This is an optimization exercise on Yosys and OpenROAD, whose aim is small area, a short achievable clock period and few clock cycles per item, not a production implementation.
Only simulation tests tie the RTL to the original design; equivalence was not proved.
Power and IR drop assume default switching activity.

## krnl_ro_rtl
module krnl_ro_rtl #( 
  parameter integer  C_S_AXI_CONTROL_DATA_WIDTH = 32,
  parameter integer  C_S_AXI_CONTROL_ADDR_WIDTH = 7,
  parameter integer  C_M_AXI_GMEM_ID_WIDTH = 2,
  parameter integer  C_M_AXI_GMEM_ADDR_WIDTH = 64,
  parameter integer  C_M_AXI_GMEM_DATA_WIDTH = 32
)
(
  input  wire  ap_clk,
  input  wire  ap_rst_n,
  output wire                                 m_axi_gmem_AWVALID,
  input  wire                                 m_axi_gmem_AWREADY,
  output wire [C_M_AXI_GMEM_ADDR_WIDTH-1:0]   m_axi_gmem_AWADDR,
  output wire [C_M_AXI_GMEM_ID_WIDTH - 1:0]   m_axi_gmem_AWID,
  output wire [7:0]                           m_axi_gmem_AWLEN,
  output wire [2:0]                           m_axi_gmem_AWSIZE,
  output wire [1:0]                           m_axi_gmem_AWBURST,
  output wire [1:0]                           m_axi_gmem_AWLOCK,
  output wire [3:0]                           m_axi_gmem_AWCACHE,
  output wire [2:0]                           m_axi_gmem_AWPROT,
  output wire [3:0]                           m_axi_gmem_AWQOS,
  output wire [3:0]                           m_axi_gmem_AWREGION,
  ...
Size in the first run: roughly 930 flip-flops, about 52000 sq um of cells after synthesis.
clock: 20.0 ns
lec_check: 0
abc_area: 1
cap_margin: 30
core_margin: 2
core_utilization: 40
slew_margin: 20
tns_end_percent: 0
standard.sh (not shown) runs the stock make flow with config.mk's settings and CLKGATE_MAP_FILE= SYNTH_SCRIPT=/design/flow/synth_recipe.tcl, a recipe that flattens the netlist after the stock synthesis.
==> flow/flow/run.sh <==
#!/bin/bash
# The standard layout with three changes to how it is made:
# - repair_timing is asked to leave SETUP_SLACK_MARGIN ns of setup slack at
#   the design's clock period, so the layout is timed for a shorter period
#   than the one it is checked at (the SDC is the standard flow's own, unchanged);
# - every input and output port still gets a buffer, but a plain buf cell
#   that the resizer may size up, not the delay buffer buffer_ports picks;
# - clock tree synthesis clusters up to 30 sinks within 40 um per buffer
#   and adds no dummy loads, so the tree has fewer buffers.
set -euo pipefail
bash standard.sh SETUP_SLACK_MARGIN=15.5 \
  "BUFFER_PORTS_ARGS=-buffer_cell sky130_fd_sc_hd__buf_1" \
  "CTS_ARGS=-sink_clustering_enable -repair_clock_nets -dont_use_dummy_load -sink_clustering_size 30 -sink_clustering_max_diameter 40" \
  finish > flow_make.log 2>&1
Testbench counts at the start, summed over its fixed seeds: cycles 18,719, items 5,627.
Then changed:
--- a/flow/flow/run.sh
+++ b/flow/flow/run.sh
@@ -8 +8 @@
-# - clock tree synthesis clusters up to 30 sinks within 40 um per buffer
+# - clock tree synthesis clusters up to 25 sinks within 60 um per buffer
@@ -13 +13 @@
-  "CTS_ARGS=-sink_clustering_enable -repair_clock_nets -dont_use_dummy_load -sink_clustering_size 30 -sink_clustering_max_diameter 40" \
+  "CTS_ARGS=-sink_clustering_enable -repair_clock_nets -dont_use_dummy_load -sink_clustering_size 25 -sink_clustering_max_diameter 60" \
Settings changed: ABC_AREA 1 to default.
Result:
- The new run finished with timing, DRC and antenna clean
- worst setup slack gets better by 0.0044 ns
- cell area went down by 4.1%
- register-to-register slack hardly moves
- combinational power went up by about 4%
- critical path depth went up by 1
- non-clock buffer count went up by 32
Then changed:
Settings changed: CORE_UTILIZATION 40 to 50.
After rerunning: The new run ran to the end with no violations. Worst setup slack gets worse by 0.013 ns. Area after synthesis does not change. Cell count fell by a few percent. Final area went down slightly.
Then changed:
--- a/flow/flow/run.sh
+++ b/flow/flow/run.sh
@@ -8 +8 @@
-# - clock tree synthesis clusters up to 25 sinks within 60 um per buffer
+# - clock tree synthesis clusters up to 30 sinks within 75 um per buffer
@@ -13 +13 @@
-  "CTS_ARGS=-sink_clustering_enable -repair_clock_nets -dont_use_dummy_load -sink_clustering_size 25 -sink_clustering_max_diameter 60" \
+  "CTS_ARGS=-sink_clustering_enable -repair_clock_nets -dont_use_dummy_load -sink_clustering_size 30 -sink_clustering_max_diameter 75" \
Settings changed: CORE_UTILIZATION 50 to 40.
=>
- final area is lower slightly
- area after synthesis does not change
- hold slack gains 0.0042 ns
- clock skew is higher by 0.033 ns
- die area is higher by a quarter to a third
- clock power is lower by about a fifth
- sequential cell count stays the same
- setup slack loses 0.037 ns
- final cell count is higher by a few percent
Then changed:
--- a/flow/flow/run.sh
+++ b/flow/flow/run.sh
@@ -8 +8 @@
-# - clock tree synthesis clusters up to 30 sinks within 75 um per buffer
+# - clock tree synthesis clusters up to 25 sinks within 60 um per buffer
@@ -13 +13 @@
-  "CTS_ARGS=-sink_clustering_enable -repair_clock_nets -dont_use_dummy_load -sink_clustering_size 30 -sink_clustering_max_diameter 75" \
+  "CTS_ARGS=-sink_clustering_enable -repair_clock_nets -dont_use_dummy_load -sink_clustering_size 25 -sink_clustering_max_diameter 60" \
Settings changed: ABC_AREA from default to 1.
What happened: The new run finished with timing, DRC and antenna clean. Power came out higher by 5.1%. Die area came out higher by about 1.8%. Routed wire length came out higher by about 4.7%. Final area came out higher by about 3.7%.

what the ideal ports hide:
No port has a modelled driver above. Below, the same layouts with a new extraction and two added sets of constraints.
Step 1 sets driving cells, clkbuf_16 on the clock port and buf_2 on the other inputs (assumed; they add their load-dependent delay and slew).
Step 2 adds t to the input delays and takes it off the output delays; t is the mean of the earliest and latest rising clock arrival at the registers after step 1. Input paths then give back, and output paths get back, about the clock's delay inside the block.
Slacks: ideal ports / drivers / drivers and shift; pairs: ideal ports / drivers.
run	t, ns	setup slack, ns	hold WS [ns]
the first run	0.816	14.542 / 14.465 / 14.047	0.441 / 0.441 / 0.441
the second run	0.766	14.547 / 14.476 / 13.939	0.454 / 0.454 / 0.454
the third run	0.733	14.534 / 14.461 / 14.073	0.454 / 0.454 / 0.454
the fourth run	0.758	14.497 / 14.427 / 13.943	0.458 / 0.458 / 0.458
the fifth run	0.774	14.563 / 14.485 / 14.039	0.405 / 0.405 / 0.405
After both steps setup and hold are still met in every run listed. The setup slack of the second run, which loses most, moves by -0.071 ns with the drivers and by -0.608 ns with both steps.
